What follows belongs to an exercise in optimizing a design on an open flow for small area, a short achievable clock period and few clock cycles; a production flow would make more cautious choices. In this exercise RTL edits were held to simulation tests only and were not proved equivalent to the original. Power and IR drop assume default switching activity.

$ cat design/flow/design.v
`timescale 1ns / 1ns
module program_counter (address, enable, clear, clk, reset);
output reg [3:0] address;
input wire enable, clear;
input wire clk, reset;
always @ (posedge clk)
  if (reset | clear)
     address <= 4'b0000;
  else if (enable)
     address <= address + 4'b0001;
endmodule
`timescale 1ns / 1ns
module exe_engine (
    input  wire        reset, start, busy,
    input  wire [26:0] instr,
    input  wire        xv, x_last, x_w,
    input  wire [6:0]  x_dest,
    input  wire        w_mem, w_out,
    input  wire [6:0]  wdest,
    output wire        accept, consume, fwd_a, fwd_b, stop_now
);
wire [2:0] op   = instr[26:24];
wire compute    = ~op[2] | (op[1:0] == 2'b00);      
wire is_stop    = (op == 3'b111);
wire r_out      = instr[22];
wire uses_s2    = ~op[2] & ~(op[1] & ~op[0]);       
wire [6:0] s1   = instr[14:8];
wire [6:0] s2   = instr[7:1];
wire x_free = ~xv | x_last;
wire haz = xv & ( x_w & r_out |
                 ~x_w & (~r_out & (s1 == x_dest) | uses_s2 & (s2 == x_dest)));
wire run = ~reset & (busy | start);
assign accept   = run & compute & x_free & ~haz;
assign consume  = accept | run & ~compute & ~is_stop;
assign stop_now = run & is_stop & (~xv | x_last & x_w);
assign fwd_a    = r_out ? w_out : w_mem & (s1 == wdest);
assign fwd_b    = w_mem & (s2 == wdest);
endmodule
`timescale 1ns / 1ns
module output_reg(data, write_data, data_to_write, reset, clk);
output reg [255:0] data;
input wire write_data;
input wire [255:0] data_to_write;
input wire reset, clk;
always @ (posedge clk)
  if (reset)
    data <= 256'b0;
  else if (write_data)
    data <= data_to_write;
endmodule
`timescale 1ns / 1ns
module matrix_mult (
    output wire [255:0] m_out,
    input  wire [255:0] a, b, acc,
    input  wire         c_add, c_sub, c_scl, c_mul, c_tr, acc_en,
    input  wire [63:0]  y
);
genvar r, c;
generate
for (c = 0; c < 4; c = c + 1) begin : col
    for (r = 0; r < 4; r = r + 1) begin : row
        wire [15:0] z = acc_en ? acc[r*64 + c*16 +: 16] :
                        (c_add | c_sub) ? (b[r*64 + c*16 +: 16] ^ {16{c_sub}}) :
                        c_tr ? a[c*64 + r*16 +: 16] : 16'd0;
        mac16 u (.x(a[r*64 + c*16 +: 16]), .y(y[c*16 +: 16]), .z(z), .cin(c_sub),
                 .o(m_out[r*64 + c*16 +: 16]));
    end
end
endgenerate
endmodule
module mac16(input [15:0] x, y, z, input cin, output [15:0] o);
wire p1;
wire p2;
wire p3;
wire p4;
wire p5;
wire p6;
wire p7;
wire p8;
wire p9;
wire p10;
wire p11;
wire p12;
wire p13;
wire p14;
wire p15;
wire p16;
wire p17;
wire p18;
wire p19;
wire p20;
wire p21;
wire p22;
wire p23;
wire p24;
wire p25;
wire p26;
wire p27;
wire p28;
wire p29;
wire p30;
wire p31;
wire p32;
wire p33;
wire p34;
wire p35;
wire p36;
wire p37;
wire p38;
wire p39;
wire p40;
wire p41;
wire p42;
wire p43;
wire p44;
wire p45;
wire p46;
wire p47;
wire p48;
wire p49;
wire p50;
wire p51;
wire p52;
wire p53;
wire p54;
wire p55;
wire p56;
wire p57;
wire p58;
wire p59;
wire p60;
wire p61;
wire p62;
wire p63;
wire p64;
wire p65;
wire p66;
wire p67;
wire p68;
wire p69;
wire p70;
wire p71;
wire p72;
wire p73;
wire p74;
wire p75;
wire p76;
wire p77;
wire p78;
wire p79;
wire p80;
wire p81;
wire p82;
wire p83;
wire p84;
wire p85;
wire p86;
wire p87;
wire p88;
wire p89;
wire p90;
wire p91;
wire p92;
wire p93;
wire p94;
wire p95;
wire p96;
wire p97;
wire p98;
wire p99;
wire p100;
wire p101;
wire p102;
wire p103;
wire p104;
wire p105;
wire p106;
wire p107;
wire p108;
wire p109;
wire p110;
wire p111;
wire p112;
wire p113;
wire p114;
wire p115;
wire p116;
wire p117;
wire p118;
wire p119;
wire p120;
wire p121;
wire p122;
wire p123;
wire p124;
wire p125;
wire p126;
wire p127;
wire p128;
wire p129;
wire p130;
wire p131;
wire p132;
wire p133;
wire p134;
wire p135;
wire p136;
wire s137;
wire c138;
wire s139;
wire c140;
wire s141;
wire c142;
wire s143;
wire c144;
wire s145;
wire c146;
wire s147;
wire c148;
wire s149;
wire c150;
wire s151;
wire c152;
wire s153;
wire c154;
wire s155;
wire c156;
wire s157;
wire c158;
wire s159;
wire c160;
wire s161;
wire c162;
wire s163;
wire c164;
wire s165;
wire c166;
wire s167;
wire c168;
wire s169;
wire c170;
wire s171;
wire c172;
wire s173;
wire c174;
wire s175;
wire c176;
wire s177;
wire c178;
wire s179;
wire c180;
wire s181;
wire c182;
wire s183;
wire c184;
wire s185;
wire c186;
wire s187;
wire c188;
wire s189;
wire c190;
wire s191;
wire c192;
wire s193;
wire c194;
wire s195;
wire c196;
wire s197;
wire c198;
wire s199;
wire c200;
wire s201;
wire c202;
wire s203;
wire c204;
wire s205;
wire c206;
wire s207;
wire c208;
wire s209;
wire c210;
wire s211;
wire c212;
wire s213;
wire c214;
wire s215;
wire c216;
wire s217;
wire c218;
wire s219;
wire c220;
wire s221;
wire c222;
wire s223;
wire c224;
wire s225;
wire c226;
wire s227;
wire c228;
wire s229;
wire c230;
wire s231;
wire c232;
wire s233;
wire c234;
wire s235;
wire c236;
wire s237;
wire c238;
wire s239;
wire c240;
wire s241;
wire c242;
wire s243;
wire c244;
wire s245;
wire c246;
wire s247;
wire c248;
wire s249;
wire c250;
wire s251;
wire c252;
wire s253;
wire c254;
wire s255;
wire c256;
wire s257;
wire c258;
wire s259;
wire c260;
wire s261;
wire c262;
wire s263;
wire c264;
wire s265;
wire c266;
wire s267;
wire c268;
wire s269;
wire c270;
wire s271;
wire c272;
wire s273;
wire c274;
wire s275;
wire c276;
wire s277;
wire c278;
wire s279;
wire c280;
wire s281;
wire c282;
wire s283;
wire c284;
wire s285;
wire c286;
wire s287;
wire c288;
wire s289;
wire c290;
wire s291;
wire c292;
wire s293;
wire c294;
wire s295;
wire c296;
wire s297;
wire c298;
wire s299;
wire c300;
wire s301;
wire c302;
wire s303;
wire c304;
wire s305;
wire c306;
wire s307;
wire c308;
wire s309;
wire c310;
wire s311;
wire c312;
wire s313;
wire c314;
wire s315;
wire c316;
wire s317;
wire c318;
wire s319;
wire c320;
wire s321;
wire c322;
wire s323;
wire c324;
wire s325;
wire c326;
wire s327;
wire c328;
wire s329;
wire c330;
wire s331;
wire c332;
wire s333;
wire c334;
wire s335;
wire c336;
wire s337;
wire c338;
wire s339;
wire c340;
wire s341;
wire c342;
wire s343;
wire c344;
wire s345;
wire c346;
wire s347;
wire c348;
wire s349;
wire c350;
wire s351;
wire c352;
wire s353;
wire c354;
wire s355;
wire c356;
wire s357;
wire c358;
wire s359;
wire c360;
wire s361;
wire c362;
wire s363;
wire c364;
wire s365;
wire c366;
wire s367;
wire c368;
wire s369;
wire c370;
wire s371;
wire c372;
wire s373;
wire c374;
wire s375;
wire c376;
wire s377;
wire c378;
assign p1 = x[0] & y[0];
assign p2 = x[1] & y[0];
assign p3 = x[2] & y[0];
assign p4 = x[3] & y[0];
assign p5 = x[4] & y[0];
assign p6 = x[5] & y[0];
assign p7 = x[6] & y[0];
assign p8 = x[7] & y[0];
assign p9 = x[8] & y[0];
assign p10 = x[9] & y[0];
assign p11 = x[10] & y[0];
assign p12 = x[11] & y[0];
assign p13 = x[12] & y[0];
assign p14 = x[13] & y[0];
assign p15 = x[14] & y[0];
assign p16 = x[15] & y[0];
assign p17 = x[0] & y[1];
assign p18 = x[1] & y[1];
assign p19 = x[2] & y[1];
assign p20 = x[3] & y[1];
assign p21 = x[4] & y[1];
assign p22 = x[5] & y[1];
assign p23 = x[6] & y[1];
assign p24 = x[7] & y[1];
assign p25 = x[8] & y[1];
assign p26 = x[9] & y[1];
assign p27 = x[10] & y[1];
assign p28 = x[11] & y[1];
assign p29 = x[12] & y[1];
assign p30 = x[13] & y[1];
assign p31 = x[14] & y[1];
assign p32 = x[0] & y[2];
assign p33 = x[1] & y[2];
assign p34 = x[2] & y[2];
assign p35 = x[3] & y[2];
assign p36 = x[4] & y[2];
assign p37 = x[5] & y[2];
assign p38 = x[6] & y[2];
assign p39 = x[7] & y[2];
assign p40 = x[8] & y[2];
assign p41 = x[9] & y[2];
assign p42 = x[10] & y[2];
assign p43 = x[11] & y[2];
assign p44 = x[12] & y[2];
assign p45 = x[13] & y[2];
assign p46 = x[0] & y[3];
assign p47 = x[1] & y[3];
assign p48 = x[2] & y[3];
assign p49 = x[3] & y[3];
assign p50 = x[4] & y[3];
assign p51 = x[5] & y[3];
assign p52 = x[6] & y[3];
assign p53 = x[7] & y[3];
assign p54 = x[8] & y[3];
assign p55 = x[9] & y[3];
assign p56 = x[10] & y[3];
assign p57 = x[11] & y[3];
assign p58 = x[12] & y[3];
assign p59 = x[0] & y[4];
assign p60 = x[1] & y[4];
assign p61 = x[2] & y[4];
assign p62 = x[3] & y[4];
assign p63 = x[4] & y[4];
assign p64 = x[5] & y[4];
assign p65 = x[6] & y[4];
assign p66 = x[7] & y[4];
assign p67 = x[8] & y[4];
assign p68 = x[9] & y[4];
assign p69 = x[10] & y[4];
assign p70 = x[11] & y[4];
assign p71 = x[0] & y[5];
assign p72 = x[1] & y[5];
assign p73 = x[2] & y[5];
assign p74 = x[3] & y[5];
assign p75 = x[4] & y[5];
assign p76 = x[5] & y[5];
assign p77 = x[6] & y[5];
assign p78 = x[7] & y[5];
assign p79 = x[8] & y[5];
assign p80 = x[9] & y[5];
assign p81 = x[10] & y[5];
assign p82 = x[0] & y[6];
assign p83 = x[1] & y[6];
assign p84 = x[2] & y[6];
assign p85 = x[3] & y[6];
assign p86 = x[4] & y[6];
assign p87 = x[5] & y[6];
assign p88 = x[6] & y[6];
assign p89 = x[7] & y[6];
assign p90 = x[8] & y[6];
assign p91 = x[9] & y[6];
assign p92 = x[0] & y[7];
assign p93 = x[1] & y[7];
assign p94 = x[2] & y[7];
assign p95 = x[3] & y[7];
assign p96 = x[4] & y[7];
assign p97 = x[5] & y[7];
assign p98 = x[6] & y[7];
assign p99 = x[7] & y[7];
assign p100 = x[8] & y[7];
assign p101 = x[0] & y[8];
assign p102 = x[1] & y[8];
assign p103 = x[2] & y[8];
assign p104 = x[3] & y[8];
assign p105 = x[4] & y[8];
assign p106 = x[5] & y[8];
assign p107 = x[6] & y[8];
assign p108 = x[7] & y[8];
assign p109 = x[0] & y[9];
assign p110 = x[1] & y[9];
assign p111 = x[2] & y[9];
assign p112 = x[3] & y[9];
assign p113 = x[4] & y[9];
assign p114 = x[5] & y[9];
assign p115 = x[6] & y[9];
assign p116 = x[0] & y[10];
assign p117 = x[1] & y[10];
assign p118 = x[2] & y[10];
assign p119 = x[3] & y[10];
assign p120 = x[4] & y[10];
assign p121 = x[5] & y[10];
assign p122 = x[0] & y[11];
assign p123 = x[1] & y[11];
assign p124 = x[2] & y[11];
assign p125 = x[3] & y[11];
assign p126 = x[4] & y[11];
assign p127 = x[0] & y[12];
assign p128 = x[1] & y[12];
assign p129 = x[2] & y[12];
assign p130 = x[3] & y[12];
assign p131 = x[0] & y[13];
assign p132 = x[1] & y[13];
assign p133 = x[2] & y[13];
assign p134 = x[0] & y[14];
assign p135 = x[1] & y[14];
assign p136 = x[0] & y[15];
assign s137 = p13 ^ p28;
assign c138 = p13 & p28;
assign s139 = p14 ^ p29 ^ p43;
assign c140 = (p14 & p29) | (p14 & p43) | (p29 & p43);
assign s141 = p56 ^ p68;
assign c142 = p56 & p68;
assign s143 = p15 ^ p30 ^ p44;
assign c144 = (p15 & p30) | (p15 & p44) | (p30 & p44);
assign s145 = p57 ^ p69 ^ p80;
assign c146 = (p57 & p69) | (p57 & p80) | (p69 & p80);
assign s147 = p90 ^ p99;
assign c148 = p90 & p99;
assign s149 = p16 ^ p31 ^ p45;
assign c150 = (p16 & p31) | (p16 & p45) | (p31 & p45);
assign s151 = p58 ^ p70 ^ p81;
assign c152 = (p58 & p70) | (p58 & p81) | (p70 & p81);
assign s153 = p91 ^ p100 ^ p108;
assign c154 = (p91 & p100) | (p91 & p108) | (p100 & p108);
assign s155 = p115 ^ p121;
assign c156 = p115 & p121;
assign s157 = p9 ^ p24;
assign c158 = p9 & p24;
assign s159 = p10 ^ p25 ^ p39;
assign c160 = (p10 & p25) | (p10 & p39) | (p25 & p39);
assign s161 = p52 ^ p64;
assign c162 = p52 & p64;
assign s163 = p11 ^ p26 ^ p40;
assign c164 = (p11 & p26) | (p11 & p40) | (p26 & p40);
assign s165 = p53 ^ p65 ^ p76;
assign c166 = (p53 & p65) | (p53 & p76) | (p65 & p76);
assign s167 = p86 ^ p95;
assign c168 = p86 & p95;
assign s169 = p12 ^ p27 ^ p41;
assign c170 = (p12 & p27) | (p12 & p41) | (p27 & p41);
assign s171 = p54 ^ p66 ^ p77;
assign c172 = (p54 & p66) | (p54 & p77) | (p66 & p77);
assign s173 = p87 ^ p96 ^ p104;
assign c174 = (p87 & p96) | (p87 & p104) | (p96 & p104);
assign s175 = p111 ^ p117;
assign c176 = p111 & p117;
assign s177 = s137 ^ p42 ^ p55;
assign c178 = (s137 & p42) | (s137 & p55) | (p42 & p55);
assign s179 = p67 ^ p78 ^ p88;
assign c180 = (p67 & p78) | (p67 & p88) | (p78 & p88);
assign s181 = p97 ^ p105 ^ p112;
assign c182 = (p97 & p105) | (p97 & p112) | (p105 & p112);
assign s183 = p118 ^ p123 ^ p127;
assign c184 = (p118 & p123) | (p118 & p127) | (p123 & p127);
assign s185 = c138 ^ s139 ^ s141;
assign c186 = (c138 & s139) | (c138 & s141) | (s139 & s141);
assign s187 = p79 ^ p89 ^ p98;
assign c188 = (p79 & p89) | (p79 & p98) | (p89 & p98);
assign s189 = p106 ^ p113 ^ p119;
assign c190 = (p106 & p113) | (p106 & p119) | (p113 & p119);
assign s191 = p124 ^ p128 ^ p131;
assign c192 = (p124 & p128) | (p124 & p131) | (p128 & p131);
assign s193 = c140 ^ c142 ^ s143;
assign c194 = (c140 & c142) | (c140 & s143) | (c142 & s143);
assign s195 = s145 ^ s147 ^ p107;
assign c196 = (s145 & s147) | (s145 & p107) | (s147 & p107);
assign s197 = p114 ^ p120 ^ p125;
assign c198 = (p114 & p120) | (p114 & p125) | (p120 & p125);
assign s199 = p129 ^ p132 ^ p134;
assign c200 = (p129 & p132) | (p129 & p134) | (p132 & p134);
assign s201 = c144 ^ c146 ^ c148;
assign c202 = (c144 & c146) | (c144 & c148) | (c146 & c148);
assign s203 = s149 ^ s151 ^ s153;
assign c204 = (s149 & s151) | (s149 & s153) | (s151 & s153);
assign s205 = s155 ^ p126 ^ p130;
assign c206 = (s155 & p126) | (s155 & p130) | (p126 & p130);
assign s207 = p133 ^ p135 ^ p136;
assign c208 = (p133 & p135) | (p133 & p136) | (p135 & p136);
assign s209 = p6 ^ p21;
assign c210 = p6 & p21;
assign s211 = p7 ^ p22 ^ p36;
assign c212 = (p7 & p22) | (p7 & p36) | (p22 & p36);
assign s213 = p49 ^ p61;
assign c214 = p49 & p61;
assign s215 = p8 ^ p23 ^ p37;
assign c216 = (p8 & p23) | (p8 & p37) | (p23 & p37);
assign s217 = p50 ^ p62 ^ p73;
assign c218 = (p50 & p62) | (p50 & p73) | (p62 & p73);
assign s219 = p83 ^ p92;
assign c220 = p83 & p92;
assign s221 = s157 ^ p38 ^ p51;
assign c222 = (s157 & p38) | (s157 & p51) | (p38 & p51);
assign s223 = p63 ^ p74 ^ p84;
assign c224 = (p63 & p74) | (p63 & p84) | (p74 & p84);
assign s225 = p93 ^ p101 ^ z[8];
assign c226 = (p93 & p101) | (p93 & z[8]) | (p101 & z[8]);
assign s227 = c158 ^ s159 ^ s161;
assign c228 = (c158 & s159) | (c158 & s161) | (s159 & s161);
assign s229 = p75 ^ p85 ^ p94;
assign c230 = (p75 & p85) | (p75 & p94) | (p85 & p94);
assign s231 = p102 ^ p109 ^ z[9];
assign c232 = (p102 & p109) | (p102 & z[9]) | (p109 & z[9]);
assign s233 = c160 ^ c162 ^ s163;
assign c234 = (c160 & c162) | (c160 & s163) | (c162 & s163);
assign s235 = s165 ^ s167 ^ p103;
assign c236 = (s165 & s167) | (s165 & p103) | (s167 & p103);
assign s237 = p110 ^ p116 ^ z[10];
assign c238 = (p110 & p116) | (p110 & z[10]) | (p116 & z[10]);
assign s239 = c164 ^ c166 ^ c168;
assign c240 = (c164 & c166) | (c164 & c168) | (c166 & c168);
assign s241 = s169 ^ s171 ^ s173;
assign c242 = (s169 & s171) | (s169 & s173) | (s171 & s173);
assign s243 = s175 ^ p122 ^ z[11];
assign c244 = (s175 & p122) | (s175 & z[11]) | (p122 & z[11]);
assign s245 = c170 ^ c172 ^ c174;
assign c246 = (c170 & c172) | (c170 & c174) | (c172 & c174);
assign s247 = c176 ^ s177 ^ s179;
assign c248 = (c176 & s177) | (c176 & s179) | (s177 & s179);
assign s249 = s181 ^ s183 ^ z[12];
assign c250 = (s181 & s183) | (s181 & z[12]) | (s183 & z[12]);
assign s251 = c178 ^ c180 ^ c182;
assign c252 = (c178 & c180) | (c178 & c182) | (c180 & c182);
assign s253 = c184 ^ s185 ^ s187;
assign c254 = (c184 & s185) | (c184 & s187) | (s185 & s187);
assign s255 = s189 ^ s191 ^ z[13];
assign c256 = (s189 & s191) | (s189 & z[13]) | (s191 & z[13]);
assign s257 = c186 ^ c188 ^ c190;
assign c258 = (c186 & c188) | (c186 & c190) | (c188 & c190);
assign s259 = c192 ^ s193 ^ s195;
assign c260 = (c192 & s193) | (c192 & s195) | (s193 & s195);
assign s261 = s197 ^ s199 ^ z[14];
assign c262 = (s197 & s199) | (s197 & z[14]) | (s199 & z[14]);
assign s263 = c194 ^ c196 ^ c198;
assign c264 = (c194 & c196) | (c194 & c198) | (c196 & c198);
assign s265 = c200 ^ s201 ^ s203;
assign c266 = (c200 & s201) | (c200 & s203) | (s201 & s203);
assign s267 = s205 ^ s207 ^ z[15];
assign c268 = (s205 & s207) | (s205 & z[15]) | (s207 & z[15]);
assign s269 = p4 ^ p19;
assign c270 = p4 & p19;
assign s271 = p5 ^ p20 ^ p34;
assign c272 = (p5 & p20) | (p5 & p34) | (p20 & p34);
assign s273 = p47 ^ p59;
assign c274 = p47 & p59;
assign s275 = s209 ^ p35 ^ p48;
assign c276 = (s209 & p35) | (s209 & p48) | (p35 & p48);
assign s277 = p60 ^ p71 ^ z[5];
assign c278 = (p60 & p71) | (p60 & z[5]) | (p71 & z[5]);
assign s279 = c210 ^ s211 ^ s213;
assign c280 = (c210 & s211) | (c210 & s213) | (s211 & s213);
assign s281 = p72 ^ p82 ^ z[6];
assign c282 = (p72 & p82) | (p72 & z[6]) | (p82 & z[6]);
assign s283 = c212 ^ c214 ^ s215;
assign c284 = (c212 & c214) | (c212 & s215) | (c214 & s215);
assign s285 = s217 ^ s219 ^ z[7];
assign c286 = (s217 & s219) | (s217 & z[7]) | (s219 & z[7]);
assign s287 = c216 ^ c218 ^ c220;
assign c288 = (c216 & c218) | (c216 & c220) | (c218 & c220);
assign s289 = s221 ^ s223 ^ s225;
assign c290 = (s221 & s223) | (s221 & s225) | (s223 & s225);
assign s291 = c222 ^ c224 ^ c226;
assign c292 = (c222 & c224) | (c222 & c226) | (c224 & c226);
assign s293 = s227 ^ s229 ^ s231;
assign c294 = (s227 & s229) | (s227 & s231) | (s229 & s231);
assign s295 = c228 ^ c230 ^ c232;
assign c296 = (c228 & c230) | (c228 & c232) | (c230 & c232);
assign s297 = s233 ^ s235 ^ s237;
assign c298 = (s233 & s235) | (s233 & s237) | (s235 & s237);
assign s299 = c234 ^ c236 ^ c238;
assign c300 = (c234 & c236) | (c234 & c238) | (c236 & c238);
assign s301 = s239 ^ s241 ^ s243;
assign c302 = (s239 & s241) | (s239 & s243) | (s241 & s243);
assign s303 = c240 ^ c242 ^ c244;
assign c304 = (c240 & c242) | (c240 & c244) | (c242 & c244);
assign s305 = s245 ^ s247 ^ s249;
assign c306 = (s245 & s247) | (s245 & s249) | (s247 & s249);
assign s307 = c246 ^ c248 ^ c250;
assign c308 = (c246 & c248) | (c246 & c250) | (c248 & c250);
assign s309 = s251 ^ s253 ^ s255;
assign c310 = (s251 & s253) | (s251 & s255) | (s253 & s255);
assign s311 = c252 ^ c254 ^ c256;
assign c312 = (c252 & c254) | (c252 & c256) | (c254 & c256);
assign s313 = s257 ^ s259 ^ s261;
assign c314 = (s257 & s259) | (s257 & s261) | (s259 & s261);
assign s315 = c258 ^ c260 ^ c262;
assign c316 = (c258 & c260) | (c258 & c262) | (c260 & c262);
assign s317 = s263 ^ s265 ^ s267;
assign c318 = (s263 & s265) | (s263 & s267) | (s265 & s267);
assign s319 = p3 ^ p18;
assign c320 = p3 & p18;
assign s321 = s269 ^ p33 ^ p46;
assign c322 = (s269 & p33) | (s269 & p46) | (p33 & p46);
assign s323 = c270 ^ s271 ^ s273;
assign c324 = (c270 & s271) | (c270 & s273) | (s271 & s273);
assign s325 = c272 ^ c274 ^ s275;
assign c326 = (c272 & c274) | (c272 & s275) | (c274 & s275);
assign s327 = c276 ^ c278 ^ s279;
assign c328 = (c276 & c278) | (c276 & s279) | (c278 & s279);
assign s329 = c280 ^ c282 ^ s283;
assign c330 = (c280 & c282) | (c280 & s283) | (c282 & s283);
assign s331 = c284 ^ c286 ^ s287;
assign c332 = (c284 & c286) | (c284 & s287) | (c286 & s287);
assign s333 = c288 ^ c290 ^ s291;
assign c334 = (c288 & c290) | (c288 & s291) | (c290 & s291);
assign s335 = c292 ^ c294 ^ s295;
assign c336 = (c292 & c294) | (c292 & s295) | (c294 & s295);
assign s337 = c296 ^ c298 ^ s299;
assign c338 = (c296 & c298) | (c296 & s299) | (c298 & s299);
assign s339 = c300 ^ c302 ^ s303;
assign c340 = (c300 & c302) | (c300 & s303) | (c302 & s303);
assign s341 = c304 ^ c306 ^ s307;
assign c342 = (c304 & c306) | (c304 & s307) | (c306 & s307);
assign s343 = c308 ^ c310 ^ s311;
assign c344 = (c308 & c310) | (c308 & s311) | (c310 & s311);
assign s345 = c312 ^ c314 ^ s315;
assign c346 = (c312 & c314) | (c312 & s315) | (c314 & s315);
assign s347 = p1 ^ z[0];
assign c348 = p1 & z[0];
assign s349 = p2 ^ p17 ^ z[1];
assign c350 = (p2 & p17) | (p2 & z[1]) | (p17 & z[1]);
assign s351 = s319 ^ p32 ^ z[2];
assign c352 = (s319 & p32) | (s319 & z[2]) | (p32 & z[2]);
assign s353 = c320 ^ s321 ^ z[3];
assign c354 = (c320 & s321) | (c320 & z[3]) | (s321 & z[3]);
assign s355 = c322 ^ s323 ^ z[4];
assign c356 = (c322 & s323) | (c322 & z[4]) | (s323 & z[4]);
assign s357 = c324 ^ s325 ^ s277;
assign c358 = (c324 & s325) | (c324 & s277) | (s325 & s277);
assign s359 = c326 ^ s327 ^ s281;
assign c360 = (c326 & s327) | (c326 & s281) | (s327 & s281);
assign s361 = c328 ^ s329 ^ s285;
assign c362 = (c328 & s329) | (c328 & s285) | (s329 & s285);
assign s363 = c330 ^ s331 ^ s289;
assign c364 = (c330 & s331) | (c330 & s289) | (s331 & s289);
assign s365 = c332 ^ s333 ^ s293;
assign c366 = (c332 & s333) | (c332 & s293) | (s333 & s293);
assign s367 = c334 ^ s335 ^ s297;
assign c368 = (c334 & s335) | (c334 & s297) | (s335 & s297);
assign s369 = c336 ^ s337 ^ s301;
assign c370 = (c336 & s337) | (c336 & s301) | (s337 & s301);
assign s371 = c338 ^ s339 ^ s305;
assign c372 = (c338 & s339) | (c338 & s305) | (s339 & s305);
assign s373 = c340 ^ s341 ^ s309;
assign c374 = (c340 & s341) | (c340 & s309) | (s341 & s309);
assign s375 = c342 ^ s343 ^ s313;
assign c376 = (c342 & s343) | (c342 & s313) | (s343 & s313);
assign s377 = c344 ^ s345 ^ s317;
assign c378 = (c344 & s345) | (c344 & s317) | (s345 & s317);
wire [15:0] ra = {c376, c374, c372, c370, c368, c366, c364, c362, c360, c358, c356, c354, c352, c350, c348, s347};
wire [15:0] rb = {s377, s375, s373, s371, s369, s367, s365, s363, s361, s359, s357, s355, s353, s351, s349, cin};
assign o = ra + rb;
endmodule
`timescale 1ns / 1ns
module matrix_cpu (
    input  wire         clk,
    input  wire         reset,
    input  wire         start,
    output wire         done,
    output wire [3:0]   imem_addr,
    input  wire [26:0]  imem_data,
    output wire [6:0]   mem_rd1_addr,
    input  wire [255:0] mem_rd1_data,
    output wire [6:0]   mem_rd2_addr,
    input  wire [255:0] mem_rd2_data,
    output wire         mem_we,
    output wire [6:0]   mem_waddr,
    output wire [255:0] mem_wdata
);
wire [255:0] out_q;         
reg  [255:0] opa, opb;      
reg  [255:0] res;           
reg  [63:0]  yv;            
reg          busy;          
wire [3:0]   pc;
reg          xv;            
reg          c_add, c_sub, c_scl, c_mul, c_tr;
reg          x_w;
reg  [6:0]   x_dest;
reg  [1:0]   k;             
reg          acc_en;        
reg          w_mem, w_out;
reg  [6:0]   wdest;
wire x_last = ~c_mul | (k == 2'd3);
wire        accept, consume, fwd_a, fwd_b, stop_now;
exe_engine ctl (
    .reset(reset), .start(start), .busy(busy), .instr(imem_data),
    .xv(xv), .x_last(x_last), .x_w(x_w), .x_dest(x_dest),
    .w_mem(w_mem), .w_out(w_out), .wdest(wdest),
    .accept(accept), .consume(consume), .fwd_a(fwd_a), .fwd_b(fwd_b),
    .stop_now(stop_now)
);
program_counter pcr (.address(pc), .clk(clk), .reset(reset),
                     .clear(~busy & ~start | stop_now),
                     .enable(consume));
assign imem_addr    = pc;
assign mem_rd1_addr = imem_data[14:8];
assign mem_rd2_addr = imem_data[7:1];
wire [2:0] op = imem_data[26:24];
wire [255:0] opa_rot, opb_rot;
genvar r, c;
generate
for (r = 0; r < 4; r = r + 1) begin : rot_r
    for (c = 0; c < 4; c = c + 1) begin : rot_c
        assign opa_rot[r*64 + c*16 +: 16] = opa[r*64 + ((c+1)%4)*16 +: 16];
        assign opb_rot[r*64 + c*16 +: 16] = opb[((r+1)%4)*64 + c*16 +: 16];
    end
end
endgenerate
wire [255:0] opb_in = fwd_b ? res : mem_rd2_data;
always @(posedge clk) begin
    if (accept) begin
        opa <= fwd_a ? res : (imem_data[22] ? out_q : mem_rd1_data);
        opb <= opb_in;
    end else begin
        opa <= opa_rot;
        opb <= opb_rot;
    end
end
generate
for (c = 0; c < 4; c = c + 1) begin : ycol
    always @(posedge clk)
        if (accept)
            yv[c*16 +: 16] <= (op == 3'b011) ? opb_in[c*64 + c*16 +: 16] :
                              (op == 3'b010) ? {8'b0, imem_data[7:0]} :
                              {15'd0, op[2:1] == 2'b00};
        else
            yv[c*16 +: 16] <= opb_rot[c*64 + c*16 +: 16];
end
endgenerate
always @(posedge clk) begin
    if (accept) begin
        c_add    <= (op == 3'b000);
        c_sub    <= (op == 3'b001);
        c_scl    <= (op == 3'b010);
        c_mul    <= (op == 3'b011);
        c_tr     <= (op == 3'b100);
        x_w      <= imem_data[23];
        x_dest   <= imem_data[21:15];
    end
end
wire [255:0] mac_out;
matrix_mult mm (
    .m_out(mac_out), .a(opa), .b(opb), .acc(res),
    .c_add(c_add), .c_sub(c_sub), .c_scl(c_scl), .c_mul(c_mul), .c_tr(c_tr),
    .acc_en(acc_en), .y(yv)
);
always @(posedge clk)
    res <= mac_out;
always @(posedge clk) begin
    if (reset) begin
        busy   <= 1'b0;
        xv     <= 1'b0;
        w_mem  <= 1'b0;
        w_out  <= 1'b0;
        k      <= 2'd0;
        acc_en <= 1'b0;
    end else begin
        busy   <= (busy | start) & ~stop_now;
        xv     <= accept | xv & ~x_last;
        w_mem  <= xv & x_last & ~x_w;
        w_out  <= xv & x_last & x_w;
        if (xv & c_mul) k <= k + 2'd1;
        acc_en <= xv & ~x_last;
    end
end
always @(posedge clk)
    if (xv & x_last) wdest <= x_dest;
output_reg outr (.data(out_q), .write_data(w_out), .data_to_write(res),
                 .reset(reset), .clk(clk));
assign done      = ~busy;
assign mem_we    = w_mem;
assign mem_waddr = wdest;
assign mem_wdata = res;
endmodule
$ cat design/flow/run.sh
#!/bin/bash
# synth_recipe.tcl (not shown) runs the flow's synth.tcl, then flattens the netlist and writes it again
# the make line also repeats each setting of config.mk as NAME=value (left out here)
make -C /OpenROAD-flow-scripts/flow DESIGN_CONFIG=/design/flow/config.mk WORK_HOME=/design/flow/orfs CLKGATE_MAP_FILE= SYNTH_SCRIPT=/design/flow/synth_recipe.tcl finish
$ cat design/flow/config.mk
export PLATFORM = sky130hd
export DESIGN_NAME = matrix_cpu
export DESIGN_NICKNAME = matrix_cpu
export VERILOG_FILES = /design/flow/design.v
export SDC_FILE = /design/flow/constraint.sdc
export NUM_CORES = 8
export LEC_CHECK = 0
export CAP_MARGIN = 20
export CORE_MARGIN = 2
export CORE_UTILIZATION = 55
export SETUP_SLACK_MARGIN = 5
export SLEW_MARGIN = 20
$ cat design/flow/constraint.sdc
create_clock -name core_clock -period 11.0 [get_ports {clk}]
set_input_delay 2.2000 -clock core_clock [delete_from_list [all_inputs] [get_ports {clk}]]
set_output_delay 2.2000 -clock core_clock [all_outputs]
set_load 0.01 [all_outputs]
==> results.cfg <==
[clock_tree]
cts_inserted_buffers = 139
clkTransAtPathRegs_ps = 60
clock_sink_count = 1118
cts_tree = built
clkLatencyLatePin_ps = 840
h-tree-depth = 4
cts_root_buffer = sky130_fd_sc_hd__clkbuf_16
cts.path.max_buffers = 3

[global_route]
first_global_vias = 101400
pin_count_of_the_biggest_net_entering_global_routing = 201
overflow = 0
antenna_found_initial = 58
globalRouteTotalUtil_pct = 46.21
grt_pass1_wl_um = 705400

[logic_synthesis]
synth_nets = 16210
syn-cell-area_um2 = 114700
yosys_register_bits = 1118
yosysUniqueCellTypes = 65
post-synth-top-count-cell = sky130_fd_sc_hd__nand2_1
postSynthCellCount = 13710
syn_area_per_cell_um2 = 8.367
synth.mux.area_fraction_pct = 6.737
synth_simple_gate_area_share_pct = 16.98
post_synth_fa_ha_maj_area_fraction_pct = 31.05
flip_flop_cell_with_the_highest_count_after_synthesis = sky130_fd_sc_hd__dfxtp_1
yosys.area_share.xor_xnor_pct = 5.436
netlist_top_cells_count = sky130_fd_sc_hd__nand2_1 (2173), sky130_fd_sc_hd__inv_1 (1929), sky130_fd_sc_hd__fa_1 (1488)
synth_edf_count = 19
yosysSeqAreaShare_pct = 19.68
synthDominantAreaCellType = sky130_fd_sc_hd__fa_1
share_of_flip_flops_with_an_asynchronous_set_or_reset_pct = 0
synth.top_cells.by_area = sky130_fd_sc_hd__fa_1 (26%), sky130_fd_sc_hd__dfxtp_1 (19%), sky130_fd_sc_hd__nand2_1 (7.1%), sky130_fd_sc_hd__mux2i_1 (6.7%), sky130_fd_sc_hd__and2_1 (6.4%)
combinational_family_with_the_most_area_after_synthesis = adder cells
synth_top_area_share_pct = 25.97
yosys_warnings = 3
synth_compound_gate_area_share_pct = 10.41

[worst_hold_path]
hold_path_startpoint = k[1]$_SDFFE_PP0P_
hold_class = flip-flop to flip-flop
hold_depth = 2
hold-path-endpoint = k[1]$_SDFFE_PP0P_

[setup_path]
worstSetupEndpointType = flip-flop
r2r_cells = 20
cp-start-kind = flip-flop
worstPathBufferInverterCount = 6
critPathSlowestCell = sky130_fd_sc_hd__edfxtp_1
worstPathCellList = buf_12 -> buf_4 -> a221oi_1 -> a211oi_1 -> a21o_1 -> fa_1 -> inv_1 -> fa_1 -> inv_1 -> fa_1 -> inv_1 -> fa_1 -> inv_1 -> ha_1 -> a21oi_1 -> nand2_1 -> a41o_1 -> a31oi_1 -> o21ai_0 -> xnor2_1
reg2reg_from = c_sub$_DFFE_PP_
worst_ep_required_time_ps = 11710
worst-setup-path-type = flip-flop to flip-flop
crit_path_start = c_sub$_DFFE_PP_
timing.critical_path.fanout_max = 111
crit_path_cell_count = 20
worst_ep_arrival_time_ps = 6560
critPathTopFamily = adder cells
regToRegEndpoint = res[95]$_DFF_P_
regToRegSetupSlack_ps = 5150
crit_path_max_incr_delay_ps = 540

[outcome]
outcome = finished clean

[floorplan]
num_io_pins = 825
rows = 167
die_h_um = 460.7
die_w_um = 460.7
initial_core_util_pct = 55.34
core_area_um2 = 207300
design.die.area_um2 = 212200

[placed_design]
detailed_placer_s_ending_hpwl_um = 364700
io_buffer_count = 824
gp_routability_congestion = 1.006

[cells_and_area]
fill_cells = 18340
utilization_of_the_core_after_routing_pct = 62.41
design.final.nets = 16490
area_growth_syn_to_layout_pct = 12.78
post_route_cells_drive_above_1_share_pct = 3.586

[routing]
detail_route.wirelength.met1_um = 180600
met3_wirelength_um = 61200
drt_wl_total_um = 497300
met2WireLength_um = 209600
first_pass_iters = 6
top_layer_used_by_detailed_routing = met5
post_drt_via_cell_ratio = 6.023
route.detailed.wl_per_inst_um = 29.37
detailroute.via_count = 102000
drt_iter0_drc = 11930
drc = 0
postRouteAntennaNets = 0

[sta]
grt_setup_unrepaired = true
setup-tns-final_ps = 0
final.min_clock_period_ps = 5846
period_utilization_pct = 53.15
final_number_of_setup_violating_endpoints = 0
fin_hold_ws_ps = 468.7
worst_slew_pin_slew_ps = 1301
max_freq_mhz = 171.0
timing.slew.headroom_pct = 13.14
final.setup_skew_ps = 34.24
finalHoldViolCount = 0
maxSlewViolCount = 0

[pwr]
pwr_density_cell_nw_per_um2 = 282.8
static-leakage-power_nw = 57.07
ir_worst_vdd_uv = 439.3

[job]
max-cap-violations = 0
worst min-delay path: stages, from the launching register on:
cell and delay (ps):
sky130_fd_sc_hd__dfxtp_1 310, sky130_fd_sc_hd__nand2_1 50, sky130_fd_sc_hd__a21oi_1 50
registers in the layout (all words and copies together) (netlist names), 2 cells and up:
register and cells:
yv 64, opa 256, wdest 7, res 256, x_dest 7, k 2, pcr.address 4, outr.data 256
opb 256
where the power goes:
part	internal (W)	switching, W	total [W]
Combinational	0.0101	0.0131	0.0232
Clock	0.00279	0.00209	0.00488
Sequential	0.00536	0.00314	0.00850
per-layer routing:
layer  track usage [%]  vias up
met5                 0        -
met4             36.28       28
met3             12.35     1737
met2             67.57     6803
met1             57.83    50080
li1                  -    43330
layout by cell type (no fill, tap or decap), types with 183 or more instances in the layout:
cell type and count:
sky130_fd_sc_hd__a21oi_1 529, sky130_fd_sc_hd__buf_4 183, sky130_fd_sc_hd__dfxtp_1 1067, sky130_fd_sc_hd__xnor2_1 549
sky130_fd_sc_hd__clkdlybuf4s50_1 821, sky130_fd_sc_hd__mux2i_1 772, sky130_fd_sc_hd__ha_1 466, sky130_fd_sc_hd__fa_1 1488
sky130_fd_sc_hd__nand2_1 2173, sky130_fd_sc_hd__inv_1 1929, sky130_fd_sc_hd__a211oi_1 184, sky130_fd_sc_hd__nor2_1 726
sky130_fd_sc_hd__o21ai_0 781, sky130_fd_sc_hd__and2_1 1179
cells by family (layout without fill, tap and decap cells):
family,after synthesis,count (layout)
AO/OA/AOI/OAI,2058,2058
XOR/XNOR,712,712
adder cells (fa/ha/maj),1954,1954
buffers and inverters,2822,3221
flip-flops,1118,1118
multiplexers,772,772
other,0,34
AND/OR/NAND/NOR,4274,4274
how the worst max path moves through the flow:
stage / end / slack (ps)
6_report: res[95]$_DFF_P_ / 5150
5_1_grt: res[95]$_DFF_P_ / 4900
4_1_cts: res[15]$_DFF_P_ / 5100
3_5_place_dp: res[159]$_DFF_P_ / 4830
3_3_place_gp: res[111]$_DFF_P_ / 4900
2_1_floorplan: res[95]$_DFF_P_ / 5510
final cells by class:
type | instances | area, um2 | share of cell area [%]
Clock inverter | 71 | 812.0 | 0.6277
Multi-Input combinational cell | 9770 | 81030 | 62.63
Timing Repair Buffer | 1038 | 10170 | 7.859
Sequential cell | 1118 | 22630 | 17.49
Tap cell | 2788 | 3488 | 2.697
Antenna cell | 34 | 85.08 | 0.06577
Inverter | 1929 | 7241 | 5.597
Clock buffer | 183 | 3918 | 3.028
repair_timing:
item                                    in CTS  in global routing
gates cloned                                 0                  4
endpoints found under the setup margin       4                 40
hold buffers                                 0                  0
gates resized for setup                      2                 20
buffers inserted                             0                  2
stage by stage:
stage	power (W)	instances	area, um2	setup WS [ps]
after detailed placement	0.03102	16640	124400	4831
after global placement	0.03048	16640	124400	4897
final	0.03659	16930	129400	5154
after floorplan	0.02287	13710	114700	5510
after global routing	0.03918	16910	129300	4900
after CTS	0.03607	16890	129100	5096
Testbench counts, summed over its fixed seeds: cycles 12,545.

[port drivers added, routing unchanged]
In the flow no input, the clock included, has a driving cell. The finished layout below was timed again as built, in two steps. Step 1 sets driving cells, clkbuf_16 on the clock port and buf_2 on the other inputs (assumed; they add their load-dependent delay and slew). Step 2 times the ports against the registers' clock, not the clock port: input delays grow and output delays shrink by t, the midpoint of the rising clock arrivals with the driver on. Slacks: ideal ports / drivers / drivers and shift; pairs: ideal ports / drivers.
t, ns: 0.930
setup slack, ns: 5.154 / 5.154 / 4.798
worst setup path after step 2: input to register
clock arrival spread, ns: 0.042 / 0.043
pins driven straight from the clock port: 1
After both steps this run still meets setup and hold. The setup slack of this run moves by 0.000 ns with the drivers and by -0.356 ns with both steps.
